Context: an optimization exercise on an open-source flow, tuned for small area, a short achievable clock period and few clock cycles per item. The choices shown serve that exercise and are no tape-out recipe. No functional check of the RTL was part of any run shown here. Power and IR drop assume default switching activity.

### flow/run.sh
#!/bin/bash
# synth_recipe.tcl (not shown) runs the flow's synth.tcl, then flattens the netlist and writes it again
# the make line also repeats each setting of config.mk as NAME=value (left out here)
make -C /OpenROAD-flow-scripts/flow DESIGN_CONFIG=/design/flow/config.mk WORK_HOME=/design/flow/orfs CLKGATE_MAP_FILE= SYNTH_SCRIPT=/design/flow/synth_recipe.tcl finish
### flow/config.mk
export PLATFORM = sky130hd
export DESIGN_NAME = processor
export DESIGN_NICKNAME = processor
export VERILOG_FILES = /design/flow/design.v
export SDC_FILE = /design/flow/constraint.sdc
export NUM_CORES = 4
export LEC_CHECK = 0
export CAP_MARGIN = 20
export CORE_MARGIN = 2
export CORE_UTILIZATION = 40
export PLACE_DENSITY = 0.6
export SETUP_SLACK_MARGIN = 2.5
export SLEW_MARGIN = 20
### flow/constraint.sdc
create_clock -name core_clock -period 6.0 [get_ports {clk}]
set_input_delay 1.2000 -clock core_clock [delete_from_list [all_inputs] [get_ports {clk}]]
set_output_delay 1.2000 -clock core_clock [all_outputs]
set_load 0.01 [all_outputs]
### flow/design.v
module register_file(clk, rst, ra1, ra2, wa, wd, rd1, rd2, r4);
    input clk, rst;
    input [4:0] ra1, ra2;
    input [4:0] wa;                
    input [7:0] wd;
    output [7:0] rd1, rd2;
    output [7:0] r4;
    reg [7:0] regs [1:31];
    wire [7:0] wd_m = rst ? 8'd0 : wd;
    genvar i;
    generate
        for (i = 1; i < 32; i = i + 1) begin : g_reg
            always @(posedge clk)
                if (rst || wa == i)
                    regs[i] <= wd_m;
        end
    endgenerate
    assign rd1 = (ra1 == 5'd0) ? 8'd0 : regs[ra1];
    assign rd2 = (ra2 == 5'd0) ? 8'd0 : regs[ra2];
    assign r4 = regs[4];
endmodule
module processor(clk, rst, max_pc, imem_addr, imem_data, dmem_addr, dmem_data, done, out);
    input clk, rst;
    input [7:0] max_pc;
    output [7:0] imem_addr;
    input [31:0] imem_data;
    output [3:0] dmem_addr;
    input [7:0] dmem_data;
    output reg done;
    output [7:0] out;
    reg       e_valid;           
    reg       e_taken;           
    reg [7:0] e_tgt;             
    reg [7:0] e_seq;             
    reg [7:0] e_a, e_b;          
    reg [4:0] e_wa;              
    reg       e_jal, e_slt, e_lw;
    reg [7:0] mp;                
    wire [7:0] npc   = e_taken ? e_tgt : e_seq;
    wire [7:0] sum   = e_a + e_b;
    wire       lt    = $signed(e_a) < $signed(e_b);
    wire [7:0] wd    = e_lw  ? dmem_data :
                       e_jal ? e_tgt :
                       e_slt ? {7'd0, lt} : sum;
    wire       finish = e_valid & (npc >= mp);
    assign imem_addr = npc;
    assign dmem_addr = sum[3:0];
    wire [4:0] f_rs = imem_data[25:21];
    wire [4:0] f_rt = imem_data[20:16];
    wire [7:0] rd1, rd2;
    register_file REGFILE(.clk(clk), .rst(rst), .ra1(f_rs), .ra2(f_rt),
                          .wa(e_wa), .wd(wd), .rd1(rd1), .rd2(rd2), .r4(out));
    wire [7:0] f_a = (f_rs != 5'd0 && f_rs == e_wa) ? wd : rd1;
    wire [7:0] f_b = (f_rt != 5'd0 && f_rt == e_wa) ? wd : rd2;
    wire [5:0] f_op = imem_data[31:26];
    wire [5:0] f_fn = imem_data[5:0];
    wire [7:0] f_imm = imem_data[7:0];
    wire f_rtype = (f_op == 6'b000000);
    wire f_slt   = f_rtype && f_fn == 6'b101010;
    wire f_addu  = f_rtype && f_fn == 6'b100001;
    wire f_jr    = f_rtype && f_fn == 6'b001000;
    wire f_jal   = (f_op == 6'b000011);
    wire f_addiu = (f_op == 6'b001001);
    wire f_beq   = (f_op == 6'b000100);
    wire f_bne   = (f_op == 6'b000101);
    wire f_lw    = (f_op == 6'b100011);
    wire [4:0] f_wa = (f_slt | f_addu)  ? imem_data[15:11] :
                      (f_addiu | f_lw)  ? f_rt :
                      f_jal             ? 5'd31 : 5'd0;
    wire f_eq    = (f_a == f_b);
    wire f_taken = (f_beq & f_eq) | (f_bne & ~f_eq);
    wire [7:0] f_seq = f_jal ? f_imm : f_jr ? f_a : npc + 8'd1;
    wire go = ~rst & ~done & ~finish;
    always @(posedge clk) begin
        mp     <= max_pc;
        e_tgt  <= npc + (f_jal ? 8'd4 : f_imm);
        e_a    <= f_a;
        e_b    <= (f_addiu | f_lw) ? f_imm : f_b;
        e_slt  <= f_slt;
        e_lw   <= f_lw;
        e_jal  <= f_jal;
        if (rst) begin
            e_valid <= 1'b0;
            e_wa    <= 5'd0;
            e_taken <= 1'b0;
            e_seq   <= 8'd0;
            done    <= 1'b0;
        end else begin
            e_valid <= go;
            e_wa    <= go ? f_wa : 5'd0;
            e_taken <= f_taken;
            e_seq   <= f_seq;
            if (finish) done <= 1'b1;
        end
    end
endmodule
==> out/metrics.yaml, run 1 <==
status: "complete, no violations"
wire_per_inst_um: 35.67
switching_share_pct: 33.06
p_int_w: 0.004934
fin_tns_setup_ns: 0
synthFlopType: "edfxtp_1"
clock-root-buffer: "clkbuf_16"
grt_pass1_wl_um: 105700
drt-pass1-iter-count: 8
ys_seq_elements: 299
hold_violations: 0
grt_usage_pct: 36.42
cpMaxStageDelayCell: "or4_4"
grt_pass1_vias: 13880
ant_nets: 0
min_period_over_period_pct: 60.19
via_count: 15380
ys_seq_area_share_pct: 52.35
place_congestion: 1.037
antenna_found_initial: 3
coreArea_sq_mm: 0.03982
dieArea_sq_mm: 0.04206
p_leak_nw: 7.907
route.detailed.drc: 0
arrival_ns: 4.04
synth-simple-area-share_pct: 19.59
max_freq_ghz: 0.2769
via_per_inst: 6.900
die_w_um: 205.1
setup_violations: 0
hp-class: "reg -> reg"
total_power_w: 0.007372
synth_warnings: 11
dp_hpwl_um: 53510
worst_pin_slew_ns: 1.185
slew_headroom_pct: 21.00
overflow: 0
die_h_um: 205.1
cp_top_family: "simple AND/OR/NAND/NOR gates"
synth_edf_count: 248
synth_compound_area_share_pct: 15.49
seq_power_share_pct: 46.5
cpPeakStageDelay_ns: 0.52
async_flop_share_pct: 0
drtIter0Drc: 2517
synth_cell_type_count: 87
design_area_sq_mm: 0.02062
hold_depth: 3
worstPathCellList: "buf_12, buf_12, nand3b_1, nor2_1, buf_4, a22oi_1, nand4_1, or4_4, a32o_2, xor2_1, nand3_1, o31a_1, o2111a_1"
reg2regPathDepth: 12
maxSlewViolCount: 0
start_util_pct: 40.62
hold_buffers: 0
fin_crit_ns: 3.611
p_per_area_mw_per_mm2: 357.5
clockPowerShare_pct: 29.0
cap_violations: 0
wl_um: 79500
crit_type: "in -> reg"
placed_area_sq_mm: 0.01789
synth.area.mux_share_pct: 3.767
comb_power_share_pct: 24.5
io_pins: 71
synthCells: 1505
cts_buffers: 35
worstPathRequired_ns: 6.43
start_kind: "primary input"
pre_cts_ws_ns: 1.005
port_buffers: 67
clkSlewWorstSetupHoldPaths_ns: 0.06
core.rowCount: 73
avgSynthCellArea_sq_um: 10.75
synth_top_family_by_area: "simple AND/OR/NAND/NOR gates"
nNetsFinal: 1761
path_common_cell: "buf_12"
synth_nets: 1588
fin_ws_ns: 2.389
crit_buf_inv: 3
grt_max_degree: 35
post-route-util_pct: 51.78
cp.depth: 13
crit_fanout: 22
fin_worst_skew_ns: 0.03592
rsz0062_at_grt: "yes"
htreeDepth: 2
synth_fa_ha_area_share_pct: 2.645
ir_worst_vdd_mv: 0.2598
area_growth_pct: 27.48
end_kind: "register"
clock_path_buffers: 3
netSwitchingPower_w: 0.002437
drive_above_1_share_pct: 22.14
synth_area_sq_mm: 0.01618
clk_latency_ns: 0.57
cts_num_sinks: 299
cts_tree: "done"
synthXorXnorAreaFrac_pct: 1.733
[cell families after synthesis]
kind of cell,after synthesis
simple gates,593
flops,299
xor+xnor,32
fa+ha+maj,33
buf+inv,155
mux,56
compound gates,337
[worst register-to-register path: cells and delay by family (launching register included)]
family,cells,cell delay (ns)
AOI/OAI and AO/OA,6,1.66
adders and majority gates,2,0.63
and+or+nand+nor,3,0.42
DFF,1,0.32
xor gates and xnor gates,1,0.21
[state kept, by name, summed over array words and instances (netlist names)]
| name | count |
|---|---|
| done | 1 |
| e_tgt | 8 |
| e_a | 8 |
| e_taken | 1 |
| REGFILE.regs | 248 |
| e_slt | 1 |
| e_wa | 5 |
| e_jal | 1 |
| e_seq | 8 |
| e_valid | 1 |
| mp | 8 |
| e_lw | 1 |
| e_b | 8 |
[power groups by stage]
| stage | sequential (W) | clock (W) | combinational (W) |
|---|---|---|---|
| after global placement | 0.00344 | 0 | 0.00157 |
| after detailed placement | 0.00343 | 0 | 0.00157 |
| final | 0.00343 | 0.00213 | 0.00181 |
| after floorplan | 0.00324 | 0 | 0.000883 |
| after global routing | 0.00346 | 0.00221 | 0.00188 |
| after CTS | 0.00340 | 0.00213 | 0.00165 |
[through the flow]
| stage | instances | hold slack, ns |
|---|---|---|
| floorplan | 1505 | 0.5785 |
| global placement | 2088 | 0.5610 |
| detailed placement | 2088 | 0.5741 |
| CTS | 2174 | 0.5967 |
| global route | 2228 | 0.6839 |
| finish | 2229 | 0.5964 |
[path summary, 6_finish.rpt]
kind / from / endpoint / slack [ns]
worst max-delay path: imem_data[18] / e_taken / 2.39
worst max register to register: e_b[0] / e_taken / 2.65
worst min register to register: done / done / 0.60
worst min-delay path: done / done / 0.60
[per-layer routing]
| metal | share of wire (%) | routed length, um | global-route usage (%) |
|---|---|---|---|
| met2 | 40 | 32180 | 52.06 |
| met1 | 36 | 28910 | 46.98 |
| met5 | 0.031 | 25 | 0 |
| met3 | 14 | 11250 | 11.60 |
| met4 | 9.0 | 7139 | 24.56 |
[cell usage after synthesis, drive strengths merged, types with 5 or more instances]
cell type  instances  area (sq um)
edfxtp           248          7447
nand2            124         465.5
nand3            104         520.5
nor2              80         300.3
buf               59         355.3
a21oi             52         267.8
o21ai             52         260.2
dfxtp             51          1021
clkbuf            50         187.7
nand4             44         275.3
inv               43         161.4
and3              41         256.5
mux2i             38         380.4
nor3              36         190.2
a22oi             33         247.7
ha                31         387.9
nor2b             28         175.2
a32oi             27         236.5
and2              23         146.4
a31oi             22         137.6
nand2b            22         137.6
nor3b             21         172.7
nor4              21         143.9
a22o              20         175.2
nand3b            19         142.6
xnor2             18         157.7
mux2              16         183.9
a221oi            14         128.9
xor2              14         122.6
a211oi            12         90.09
a32o              12         121.4
a2111oi           11         153.9
a21o              11         82.58
and3b              7         61.31
o2111ai            7         61.31
o31ai              7         52.55
o32ai              6         52.55
o211ai             5         37.54
o22ai              5         31.28
o2bb2ai            5         43.79
or3                5         31.28
[area by class of cell]
| class | count | area (sq um) |
|---|---|---|
| Sequential cell | 299 | 8468 |
| Clock buffer | 40 | 925.9 |
| Multi-Input combinational cell | 1052 | 7697 |
| Timing Repair Buffer | 244 | 2511 |
| Clock inverter | 22 | 181.4 |
| Inverter | 46 | 176.4 |
| Fill cell | 3608 | 19200 |
| Antenna cell | 1 | 2.502 |
| Tap cell | 525 | 656.9 |
[cells in the final DEF, fill, tap and decap left out, types with 11 or more instances in the layout]
cell type / n
edfxtp_1: 248
buf_4: 140
nand2_1: 121
nand3_1: 101
nor2_1: 73
clkdlybuf4s50_1: 53
dfxtp_1: 51
a21oi_1: 46
nand4_1: 44
o21ai_0: 43
inv_1: 42
clkbuf_16: 42
mux2i_1: 36
and3_1: 36
ha_1: 31
a22oi_1: 29
nor3_1: 28
a32oi_1: 25
nor2b_1: 23
a31oi_1: 21
a22o_1: 20
nand3b_1: 19
xnor2_1: 18
buf_12: 18
nand2b_1: 16
and2_1: 15
mux2_2: 14
xor2_1: 13
nor3b_1: 12
a211oi_1: 12
buf_6: 12
a221oi_1: 11
a21o_1: 11
clkinv_1: 11
[timing repair]
action | in CTS | in global routing
setup endpoints to repair | 24 | 5
pin swaps | 9 | 41
setup buffers | 22 | 47
gates cloned | 2 | 7
resized for setup | 106 | 88
==> run 2: changes to the inputs <==
--- a/flow/config.mk
+++ b/flow/config.mk
@@ -5,6 +5,7 @@
 export SDC_FILE = /design/flow/constraint.sdc
 export NUM_CORES = 4
 export LEC_CHECK = 0
+export ABC_AREA = 1
 export CAP_MARGIN = 20
 export CORE_MARGIN = 2
 export CORE_UTILIZATION = 40
==> out/metrics.yaml, run 2 <==
synthTopCellsByCount: "787 x nand2_1, 263 x nor2_1, 248 x edfxtp_1"
ir_worst_vdd_mv: 0.2411  # -7.2%
rsz0062_at_grt: "yes"
registers.top_by_ff_count: "REGFILE.regs"
crit_type: "in -> reg"
worst_pin_slew_ns: 1.077  # -0.1073 ns
cts_num_sinks: 299  # unchanged
pre_cts_ws_ns: 1.287  # +0.2821 ns
grt_max_degree: 52  # +49%
wl_um: 69320  # -13%
status: "complete, no violations"
clk_latency_ns: 0.58  # about the same
fin_worst_skew_ns: 0.02579  # -0.01013 ns
dieArea_sq_mm: 0.04264  # +1.4%
drt-pass1-iter-count: 6  # -2
crit_fanout: 51  # +130%
ant_nets: 0  # unchanged
path_common_cell: "nand2_1"
hold_slack_ns: 0.5166  # -0.07977 ns
clock_path_buffers: 3  # unchanged
start_util_pct: 40.35  # -0.27 points
yosysMostFrequentCell: "nand2_1"
post-route-util_pct: 47.99  # -3.8 points
ys_seq_elements: 299  # unchanged
io_pins: 71  # unchanged
cpMaxStageDelayCell: "nor2_2"
cts_tree: "done"
via_per_inst: 5.640  # -18%
layout_common_cells: "785 x nand2_1, 248 x edfxtp_1, 234 x nor2_1"
synth.area.mux_share_pct: 0.1373  # -3.6 points
clockPowerShare_pct: 35.3  # +6.3 points
wire_per_inst_um: 25.62  # -28%
synth_warnings: 11  # unchanged
synth.largest_area_cell: "edfxtp_1"
port_buffers: 67  # unchanged
comb_power_share_pct: 19.8  # -4.7 points
overflow: 0  # unchanged
setup_violations: 0  # unchanged
coreArea_sq_mm: 0.04065  # +2.1%
synthXorXnorAreaFrac_pct: 1.121  # -0.61 points
drive_above_1_share_pct: 11.92  # -10 points
p_per_area_mw_per_mm2: 368.9  # +3.2%
ys_seq_area_share_pct: 51.63  # -0.72 points
dp_hpwl_um: 52330  # -2.2%
clkSlewWorstSetupHoldPaths_ns: 0.06  # about the same
synth_nets: 2117  # +33%
route.met2.wl_um: 29720  # -7.7%
nNetsFinal: 2227  # +26%
min_period_over_period_pct: 58.52  # -1.7 points
async_flop_share_pct: 0  # unchanged
p_int_w: 0.004925  # -0.19%
largest_register_ffs: 248  # unchanged
end_kind: "register"
worstPathRequired_ns: 6.47  # +0.04 ns
hold_violations: 0  # unchanged
drtIter0Drc: 1975  # -22%
hold_buffers: 0  # unchanged
synthFlopType: "edfxtp_1"
r2r_slack_ns: 2.79  # +0.14 ns
maxSlewViolCount: 0  # unchanged
fin_crit_ns: 3.511  # -0.1001 ns
core.rowCount: 74  # +1.4%
grt_usage_pct: 33.07  # -3.3 points
synth_top_family_by_area: "simple AND/OR/NAND/NOR gates"
netSwitchingPower_w: 0.002271  # -6.8%
p_leak_nw: 8.855  # +12%
place_congestion: 0.9909  # -4.4%
antenna_found_initial: 1  # -2
die_h_um: 206.5  # +0.68%
wl_met3_um: 6647  # -41%
highest_layer: "met4"
arrival_ns: 3.98  # -0.06 ns
cts_buffers: 37  # +5.7%
fin_ws_ns: 2.489  # +0.1001 ns
drt-met1-wl_um: 28920  # about the same
synth_top_area_share_pct: 45.40  # -0.64 points
switching_share_pct: 31.56  # -1.5 points
synth_compound_area_share_pct: 4.585  # -11 points
grt_pass1_wl_um: 98300  # -7.0%
cap_violations: 0  # unchanged
fin_tns_setup_ns: 0  # unchanged
seq_power_share_pct: 45.0  # -1.5 points
start_kind: "primary input"
synth_cell_type_count: 44  # -49%
via_count: 15260  # -0.77%
clock-root-buffer: "clkbuf_16"
layout_commonest_cell: "nand2_1"
synth_fa_ha_area_share_pct: 2.609  # -0.037 points
synth_edf_count: 248  # unchanged
worstPathCellList: "buf_2, buf_6, nand2_2, nor2_2, nand2_1, nand2_1, nor2_1, nand2_1, nor2_1, nand2_1, a21oi_1, nand2_1, nand2_1, inv_1, nand3_1, nor2_1, nand3_1, nand2_1, nor2_1"
synth-simple-area-share_pct: 34.69  # +15 points
die_w_um: 206.5  # +0.68%
avgSynthCellArea_sq_um: 8.064  # -25%
slew_headroom_pct: 27.69  # +6.7 points
area_growth_pct: 18.92
cpPeakStageDelay_ns: 0.56  # +0.04 ns
route.detailed.drc: 0  # unchanged
hp-class: "reg -> reg"
synth_area_sq_mm: 0.01640  # +1.4%
htreeDepth: 2  # unchanged
grt_pass1_vias: 14450  # +4.1%
ys_top_cells_by_area: "edfxtp_1 45%, nand2_1 18%, dfxtp_1 6.2%"
synthCells: 2034  # +35%
max_freq_ghz: 0.2848  # +2.9%
==> run 2: cell types whose count changed in the layout (fill, tap and decap cells not counted), sizes merged, moves of 27 or more <==
| cell | previous run | this run |
|---|---|---|
| and3 | 41 | 3 |
| mux2i | 38 | 0 |
| buf | 179 | 59 |
| nor2 | 80 | 294 |
| a22oi | 33 | 2 |
| a32oi | 27 | 0 |
| nand2 | 124 | 798 |
| nand3 | 104 | 143 |
| nor2b | 29 | 0 |
| inv | 43 | 143 |
==> run 2: worst paths after layout <==
kind                 startpoint      end  cells after the start
hold / removal          e_valid     done                      2
hold reg to reg         e_valid     done                      2
setup reg to reg        e_taken  e_wa[3]                     13
setup / recovery  imem_data[20]  e_taken                     19
==> run 2: logic make-up after synthesis <==
family / count (synthesis)
xor+xnor: 21
compound gates: 144
mux: 2
simple gates: 1336
buf+inv: 199
fa+ha+maj: 33
flops: 299
==> run 2: power by group through the flow <==
stage                     clock (W)  combinational, W  sequential [W]
after floorplan                   0          0.000749         0.00318
after global placement            0           0.00134         0.00326
after detailed placement          0           0.00137         0.00327
after CTS                   0.00255           0.00139         0.00324
after global routing        0.00263           0.00155         0.00329
final                       0.00254           0.00142         0.00324
==> run 2: through the flow <==
stage,std cells,instance area [sq um],power [W]
floorplan,2034,16400,0.003932
CTS,2701,19430,0.007180
global placement,2625,17810,0.004604
finish,2706,19510,0.007196
global route,2705,19500,0.007469
detailed placement,2626,17840,0.004643
==> run 2: worst max-delay path, delay by kind of cell <==
family	cells	cell delay (ns)
buf+inv	3	0.72
compound gates	1	0.09
simple gates	15	1.95
==> run 2: layout make-up <==
class	count	area [sq um]
sequential	299	8471
antenna	2	5.005
timing repair inverter	1	5.005
multi-input combinational	1536	7372
inverter	144	554.3
clock inverter	25	381.6
timing repair buffer	125	1075
tap	532	665.6
fill	3942	21140
clock buffer	42	975.9
==> run 2: per-layer routing <==
metal  up-vias  track usage [%]
li1       6931                -
met1      7226            45.79
met2       898            49.52
met3       206            5.866
met4         0            16.99
met5         -                0
==> run 2: timing repair <==
action / 4_1_cts / 5_1_grt
pin swaps: 3 / 0
setup endpoints to repair: 27 / 19
gates resized for setup: 59 / 32
setup buffers: 7 / 2
gates cloned: 1 / 0
==> run 3: changes to the inputs <==
--- a/flow/config.mk
+++ b/flow/config.mk
@@ -10,5 +10,5 @@
 export CORE_MARGIN = 2
 export CORE_UTILIZATION = 40
 export PLACE_DENSITY = 0.6
-export SETUP_SLACK_MARGIN = 2.5
+export SETUP_SLACK_MARGIN = 3.2
 export SLEW_MARGIN = 20
==> out/metrics.yaml, run 3 <==
status: "complete, no violations"
met3_usage_pct: 6.544  # +0.68 points
ys_seq_elements: 299  # unchanged
clock_path_buffers: 3  # unchanged
cts_buffers: 37  # unchanged
fin_tns_setup_ns: 0  # unchanged
busiest_layer: "met2"
die_h_um: 206.5  # unchanged
nNetsFinal: 2365  # +6.2%
synth_fa_ha_area_share_pct: 2.609  # unchanged
maxSlewViolCount: 0  # unchanged
hold_buffers: 0  # unchanged
grt_pass1_wl_um: 102300  # +4.0%
cap_violations: 0  # unchanged
area_growth_pct: 32.57
start_util_pct: 40.35  # unchanged
die_w_um: 206.5  # unchanged
crit_type: "reg -> out"
wire_per_inst_um: 25.97  # +1.4%
ys_top_cells_by_area: "edfxtp_1 45%, nand2_1 18%, dfxtp_1 6.2%"
cpPeakStageDelay_ns: 0.37  # -0.19 ns
synth-simple-area-share_pct: 34.69  # unchanged
ant_nets: 0  # unchanged
min_period_over_period_pct: 49.65  # -8.9 points
cp_top_family: "adder cells"
clockPowerShare_pct: 30.4  # -4.9 points
synth_area_sq_mm: 0.01640  # unchanged
dp_hpwl_um: 52520  # +0.35%
p_per_area_mw_per_mm2: 325.0  # -12%
hold_violations: 0  # unchanged
max_freq_ghz: 0.3357  # +18%
reg2regPathDepth: 13  # unchanged
crit_buf_inv: 1  # -2
worstPathCellList: "ha_4, fa_2, xnor2_2, buf_2"
synth.largest_area_cell: "edfxtp_1"
min_to: "e_wa[3]"
multi_input_area_sq_mm: 0.008305  # +13%
cts_tree: "done"
synth_edf_count: 248  # unchanged
port_buffers: 67  # unchanged
hold_depth: 3  # +1
drtIter0Drc: 2055  # +4.1%
switching_share_pct: 32.84  # +1.3 points
start_kind: "register"
place_congestion: 0.9992  # +0.84%
registers.top_by_ff_count: "REGFILE.regs"
p_int_w: 0.004747  # -3.6%
rsz0062_at_grt: "yes"
cpMaxStageDelayCell: "fa_2"
arrival_ns: 1.78  # -2.20 ns
wl_um: 73770  # +6.4%
num_antenna_cells: 0  # -2
worst_pin_slew_ns: 0.7973  # -0.2802 ns
clkSlewWorstSetupHoldPaths_ns: 0.06  # about the same
layout_commonest_cell: "nand2_1"
overflow: 0  # unchanged
total_power_w: 0.007067  # -1.8%
r2r_slack_ns: 3.31  # +0.52 ns
synthFlopType: "edfxtp_1"
synthTopCellsByCount: "787 x nand2_1, 263 x nor2_1, 248 x edfxtp_1"
synth_compound_area_share_pct: 4.585  # unchanged
grt_max_degree: 48  # -7.7%
grt.met2_usage_pct: 51.62  # +2.1 points
clk_latency_ns: 0.57  # about the same
slew_headroom_pct: 46.78  # +19 points
setup_violations: 0  # unchanged
ir_worst_vdd_mv: 0.2209  # -8.4%
layout_common_cells: "746 x nand2_1, 248 x edfxtp_1, 197 x nor2_1"
htreeDepth: 2  # unchanged
synth_cell_type_count: 44  # unchanged
netSwitchingPower_w: 0.002321  # +2.2%
drive_above_1_share_pct: 23.60  # +12 points
grtUsageMet1_pct: 46.21  # +0.42 points
regToRegStartpoint: "e_taken"
fin_ws_ns: 3.021  # +0.5319 ns
dieArea_sq_mm: 0.04264  # unchanged
hp-start: "e_valid"
via_count: 16070  # +5.3%
seq_power_share_pct: 46.0  # +1.0 points
worstPathRequired_ns: 4.80  # -1.67 ns
async_flop_share_pct: 0  # unchanged
end_kind: "primary output"
coreArea_sq_mm: 0.04065  # unchanged
synth_warnings: 11  # unchanged
synth_top_area_share_pct: 45.40  # unchanged
clock-root-buffer: "clkbuf_16"
crit_fanout: 2  # -96%
p_leak_nw: 9.764  # +10%
io_pins: 71  # unchanged
fin_worst_skew_ns: 0.03530  # +0.009513 ns
synthXorXnorAreaFrac_pct: 1.121  # unchanged
comb_power_share_pct: 23.6  # +3.8 points
hp-class: "reg -> reg"
fin_crit_ns: 2.979  # -0.5319 ns
synthCells: 2034  # unchanged
synth.area.mux_share_pct: 0.1373  # unchanged
avgSynthCellArea_sq_um: 8.064  # unchanged
fillers: 3708  # -5.9%
drt-pass1-iter-count: 5  # -1
via_per_inst: 5.655  # +0.27%
antenna_found_initial: 1  # unchanged
r2r-end: "e_wa[1]"
synth_top_family_by_area: "simple AND/OR/NAND/NOR gates"
largest_register_ffs: 248  # unchanged
yosysMostFrequentCell: "nand2_1"
route.detailed.drc: 0  # unchanged
grt_usage_pct: 34.41  # +1.3 points
cts_num_sinks: 299  # unchanged
seqCellArea_sq_mm: 0.008481  # +0.12%
core.rowCount: 74  # unchanged
grt_pass1_vias: 14940  # +3.4%
pre_cts_ws_ns: 1.320  # +0.03353 ns
synth_nets: 2117  # unchanged
ys_seq_area_share_pct: 51.63  # unchanged
==> run 3: changes by cell type in the layout (fill, tap and decap cells not counted), moves of 11 or more <==
cell,previous run,this run
inv_1,130,110
nor2_1,234,197
o21ai_0,50,37
inv_2,10,25
buf_6,3,19
buf_4,55,156
buf_12,0,23
nor2_4,15,60
nand2_2,8,29
clkdlybuf4s50_1,55,37
nand2_1,785,746
ha_1,31,20
==> run 3: power groups by stage <==
stage | Combinational [W] | Clock, W | Sequential [W]
finish | 0.00167 | 0.00215 | 0.00325
floorplan | 0.000776 | 0 | 0.00318
global route | 0.00179 | 0.00225 | 0.00331
CTS | 0.00154 | 0.00217 | 0.00325
global placement | 0.00137 | 0 | 0.00327
detailed placement | 0.00138 | 0 | 0.00328
==> run 3: worst reg2reg max path, cell delays in order, from the launching register on <==
cell and delay [ns]:
dfxtp_4 0.39, buf_8 0.14, buf_6 0.10, mux2_4 0.30
buf_4 0.17, ha_1 0.29, a21o_1 0.18, a21oi_2 0.22
o21ai_1 0.10, a21oi_1 0.15, o21bai_1 0.10, a21oi_2 0.22
nand2_4 0.12, a21oi_1 0.14
==> run 3: worst max path at each step <==
stage	startpoint	endpoint	cells after the start
2_1_floorplan	imem_data[26]	e_tgt[6]	15
3_3_place_gp	imem_data[21]	e_taken	20
3_5_place_dp	imem_data[21]	e_taken	20
4_1_cts	e_b[0]	dmem_addr[2]	4
5_1_grt	imem_data[21]	e_taken	21
6_report	e_b[0]	dmem_addr[2]	4
==> run 3: kinds of logic after synthesis <==
group / after synthesis
adders and majority gates: 33
AOI/OAI and AO/OA: 144
DFF: 299
xor gates and xnor gates: 21
muxes: 2
and+or+nand+nor: 1336
buffers and inverters: 199
==> run 3: cell type report <==
cell class / instances / share of cell area [%]
Clock buffer: 50 / 4.724
Clock inverter: 16 / 0.4948
Inverter: 144 / 2.802
Multi-Input combinational cell: 1536 / 38.20
Sequential cell: 299 / 39.00
Tap cell: 532 / 3.061
Timing Repair Buffer: 260 / 11.56
Timing Repair inverter: 4 / 0.1611
==> run 3: metal layers <==
metal / part of all wire (%) / up-vias
li1: - / 7229
met1: 39 / 7592
met2: 43 / 991
met3: 10 / 252
met4: 7.2 / 2
met5: 0.018 / -
==> run 3: stage by stage <==
stage / instance area (sq um) / std cells / utilization (%) / hold WS (ns)
2_1_floorplan: 16780 / 2034 / - / 0.4554
3_3_place_gp: 18050 / 2621 / 44.40 / 0.5008
3_5_place_dp: 18060 / 2622 / 44.43 / 0.4954
4_1_cts: 20580 / 2761 / 50.63 / 0.5264
5_1_grt: 21740 / 2841 / 53.50 / 0.6376
6_report: 21740 / 2841 / 53.50 / 0.6181
==> run 3: repair_timing <==
| action | 4_1_cts | 5_1_grt |
|---|---|---|
| hold endpoints to repair | 0 | 0 |
| pin swaps | 46 | 57 |
| gates cloned | 4 | 2 |
| buffers inserted | 69 | 78 |
| setup endpoints to repair | 163 | 100 |
| resized for setup | 271 | 138 |
==> run 4: changes to the inputs <==
--- a/flow/design.v
+++ b/flow/design.v
@@ -29,14 +29,17 @@
     output reg done;
     output [7:0] out;
     reg       e_valid;           
-    reg       e_taken;           
+    reg       e_beq, e_bne;      
+    reg       e_eql, e_eqh;      
     reg [7:0] e_tgt;             
     reg [7:0] e_seq;             
     reg [7:0] e_a, e_b;          
     reg [4:0] e_wa;              
     reg       e_jal, e_slt, e_lw;
     reg [7:0] mp;                
-    wire [7:0] npc   = e_taken ? e_tgt : e_seq;
+    wire       e_eq  = e_eql & e_eqh;
+    wire       taken = (e_beq & e_eq) | (e_bne & ~e_eq);
+    wire [7:0] npc   = taken ? e_tgt : e_seq;
     wire [7:0] sum   = e_a + e_b;
     wire       lt    = $signed(e_a) < $signed(e_b);
     wire [7:0] wd    = e_lw  ? dmem_data :
@@ -67,8 +70,6 @@
     wire [4:0] f_wa = (f_slt | f_addu)  ? imem_data[15:11] :
                       (f_addiu | f_lw)  ? f_rt :
                       f_jal             ? 5'd31 : 5'd0;
-    wire f_eq    = (f_a == f_b);
-    wire f_taken = (f_beq & f_eq) | (f_bne & ~f_eq);
     wire [7:0] f_seq = f_jal ? f_imm : f_jr ? f_a : npc + 8'd1;
     wire go = ~rst & ~done & ~finish;
     always @(posedge clk) begin
@@ -79,16 +80,20 @@
         e_slt  <= f_slt;
         e_lw   <= f_lw;
         e_jal  <= f_jal;
+        e_eql  <= (f_a[3:0] == f_b[3:0]);
+        e_eqh  <= (f_a[7:4] == f_b[7:4]);
         if (rst) begin
             e_valid <= 1'b0;
             e_wa    <= 5'd0;
-            e_taken <= 1'b0;
+            e_beq   <= 1'b0;
+            e_bne   <= 1'b0;
             e_seq   <= 8'd0;
             done    <= 1'b0;
         end else begin
             e_valid <= go;
             e_wa    <= go ? f_wa : 5'd0;
-            e_taken <= f_taken;
+            e_beq   <= f_beq;
+            e_bne   <= f_bne;
             e_seq   <= f_seq;
             if (finish) done <= 1'b1;
         end
--- a/flow/config.mk
+++ b/flow/config.mk
@@ -10,5 +10,5 @@
 export CORE_MARGIN = 2
 export CORE_UTILIZATION = 40
 export PLACE_DENSITY = 0.6
-export SETUP_SLACK_MARGIN = 3.2
+export SETUP_SLACK_MARGIN = 2.5
 export SLEW_MARGIN = 20
==> out/metrics.yaml, run 4 <==
ant_nets: 0  # unchanged
grt_pass1_wl_um: 102400  # +0.11%
synth_top_area_share_pct: 44.95  # -0.45 points
synthTopCellsByCount: "714 x nand2_1, 259 x nor2_1, 248 x edfxtp_1"
arrival_ns: 4.04  # +2.26 ns
area_growth_pct: 17.43
worst_pin_slew_ns: 1.152  # +0.3546 ns
p_per_area_mw_per_mm2: 365.6  # +12%
io_pins: 71  # unchanged
fillers: 4017  # +8.3%
fin_crit_ns: 3.551  # +0.5720 ns
start_kind: "primary input"
grt_pass1_vias: 14720  # -1.5%
registers.top_by_ff_count: "REGFILE.regs"
die_h_um: 207.5  # +0.49%
wire_per_inst_um: 26.79  # +3.2%
max_freq_ghz: 0.2816  # -16%
layout_common_cells: "706 x nand2_1, 248 x edfxtp_1, 240 x nor2_1"
place_congestion: 1.025  # +2.6%
synth_warnings: 11  # unchanged
synthFlopType: "edfxtp_1"
num_antenna_cells: 0  # unchanged
reg2regPathDepth: 2  # -11
crit_type: "in -> reg"
drtIter0Drc: 2260  # +10%
crit_fanout: 7  # +5
cap_violations: 0  # unchanged
ys_seq_area_share_pct: 51.48  # -0.15 points
maxSlewViolCount: 0  # unchanged
fin_tns_setup_ns: 0  # unchanged
setup_violations: 0  # unchanged
hold_depth: 2  # -1
dp.cells: 2630  # +0.31%
wl_um: 72630  # -1.5%
synthCells: 2056  # +1.1%
status: "complete, no violations"
route.detailed.drc: 0  # unchanged
clk_latency_ns: 0.58  # about the same
cts_num_sinks: 302  # +1.0%
worstPathRequired_ns: 6.49  # +1.69 ns
clock_path_buffers: 3  # unchanged
htreeDepth: 2  # unchanged
synth_edf_count: 248  # unchanged
p_leak_nw: 8.652  # -11%
hp-class: "reg -> reg"
finalNonFillerCells: 2711  # -4.6%
synth_nets: 2139  # +1.0%
core.rowCount: 74  # unchanged
avgSynthCellArea_sq_um: 8.057  # about the same
synth_cell_type_count: 45  # +2.3%
start_util_pct: 40.57  # +0.22 points
total_power_w: 0.007113  # +0.64%
coreArea_sq_mm: 0.04083  # +0.46%
ir_worst_vdd_mv: 0.2375  # +7.5%
clock-root-buffer: "clkbuf_16"
dp_hpwl_um: 53540  # +1.9%
synth.largest_area_cell: "edfxtp_1"
ys_top_cells_by_area: "edfxtp_1 45%, nand2_1 16%, dfxtp_1 6.5%"
die_w_um: 207.5  # +0.49%
async_flop_share_pct: 0  # unchanged
overflow: 0  # unchanged
drive_above_1_share_pct: 10.42  # -13 points
slew_headroom_pct: 22.69  # -24 points
via_per_inst: 5.818  # +2.9%
end_kind: "register"
grt_max_degree: 76  # +58%
synth_area_sq_mm: 0.01657  # +1.0%
via_count: 15770  # -1.8%
drt-pass1-iter-count: 5  # unchanged
ys_seq_elements: 302  # +1.0%
yosysMostFrequentCell: "nand2_1"
layout_commonest_cell: "nand2_1"
clkSlewWorstSetupHoldPaths_ns: 0.06  # about the same
hold_slack_ns: 0.5048  # -0.1133 ns
port_buffers: 67  # unchanged
grt_usage_pct: 33.02  # -1.4 points
fin_worst_skew_ns: 0.04157  # +0.006268 ns
nNetsFinal: 2235  # -5.5%
antenna_found_initial: 5  # +4
largest_register_ffs: 248  # unchanged
min_period_over_period_pct: 59.19  # +9.5 points
cts_tree: "done"
cts_buffers: 37  # unchanged
dieArea_sq_mm: 0.04306  # +0.98%
hold_violations: 0  # unchanged
rsz0062_at_grt: "yes"
-- run 4: routing by layer --
metal | GRT usage (%) | wire length (um) | vias to the layer above
li1 | - | - | 7062
met1 | 44.25 | 28690 | 7543
met2 | 49.92 | 31780 | 945
met3 | 6.505 | 7393 | 214
met4 | 18.99 | 4720 | 8
met5 | 0 | 51 | -
-- run 4: critical path, stage by stage --
cell             delay [ns]
clkdlybuf4s15_1        0.42
inv_2                  0.24
nand2_2                0.22
nor3_2                 0.59
nand2_1                0.29
nand2_1                0.14
nor2_1                 0.05
nand2_1                0.16
nor2_1                 0.11
nand2_1                0.11
nand2_1                0.11
nand2_1                0.13
nand2_1                0.06
nand2_1                0.06
nand2_1                0.05
nor2_1                 0.09
-- run 4: final timing paths --
kind / startpoint / to / slack (ns)
max: imem_data[21] / e_eql / 2.45
min: e_valid / done / 0.50
max reg2reg: e_wa[4] / REGFILE.regs[25][6] / 3.05
min reg2reg: e_valid / done / 0.50
-- run 4: stage by stage --
step | area [sq um] | util [%] | worst slack [ns]
finish | 19450 | 47.64 | 2.449
global route | 19450 | 47.64 | 2.445
CTS | 19340 | 47.36 | 2.437
detailed placement | 17900 | 43.84 | 1.579
global placement | 17900 | 43.84 | 1.583
floorplan | 16570 | - | 2.719
-- run 4: power breakdown --
group	switching, W	internal [W]	leakage (nW)
sequential	0.000315	0.00301	2.97
clock	0.000924	0.00133	0.583
combinational	0.00112	0.000408	5.10
-- run 4: cell families (layout without fill, tap and decap cells) --
logic type	count (synthesis)	in the layout	share of synthesized area, %
AND/OR/NAND/NOR	1346	1346	35.03
flip-flops	302	302	51.48
buffers and inverters	215	337	5.483
AO/OA/AOI/OAI	145	146	4.630
adder cells (fa/ha/maj)	33	33	2.583
XOR/XNOR	15	15	0.7931
-- run 4: area by class of cell --
class | instances | area (sq um) | area share, %
repair buffers | 126 | 1122 | 5.769
clock buffers | 50 | 1026 | 5.274
multi-input cells | 1540 | 7390 | 37.99
clock inverters | 16 | 176.4 | 0.9069
inverters | 145 | 544.3 | 2.798
flip-flops and latches | 302 | 8529 | 43.84
well taps | 532 | 665.6 | 3.422
-- run 4: timing repair --
item / CTS / global route
gates cloned: 1 / 0
buffers inserted: 10 / 4
resized for setup: 50 / 28
pin swaps: 4 / 3
hold buffers: 0 / 0
setup endpoints to repair: 34 / 24

-- re-timing with driven ports --
The results above use ideal ports. As a check the final layouts listed here were re-extracted and re-timed, cells and wires unchanged. Step 1: set_driving_cell puts a clkbuf_16 on clk and a buf_2 on each other input, an assumption about the parent block. Step 2 adds t to the input delays and takes it off the output delays; t is the mean of the earliest and latest rising clock arrival at the registers after step 1. Input paths then give back, and output paths get back, about the clock's delay inside the block. a / b / c = ideal / step 1 / step 2; a / b = the first two.
| run | t (ns) | setup slack, ns | clock arrival spread, ns | worst data-port slew with drivers (ns) | cell pins on the clock port's net |
|---|---|---|---|---|---|
| run 1 | 0.610 | 2.389 / 2.289 / 1.679 | 0.037 / 0.036 | 0.24 | 1 |
| run 2 | 0.625 | 2.489 / 2.472 / 1.847 | 0.032 / 0.032 | 0.07 | 1 |
| run 3 | 0.613 | 3.021 / 2.964 / 2.402 | 0.036 / 0.035 | 0.09 | 1 |
| run 4 | 0.617 | 2.449 / 2.480 / 1.864 | 0.042 / 0.041 | 0.05 | 1 |
After both steps setup and hold are still met in every run listed. The setup slack of run 1, which loses most, moves by -0.100 ns with the drivers and by -0.710 ns with both steps.
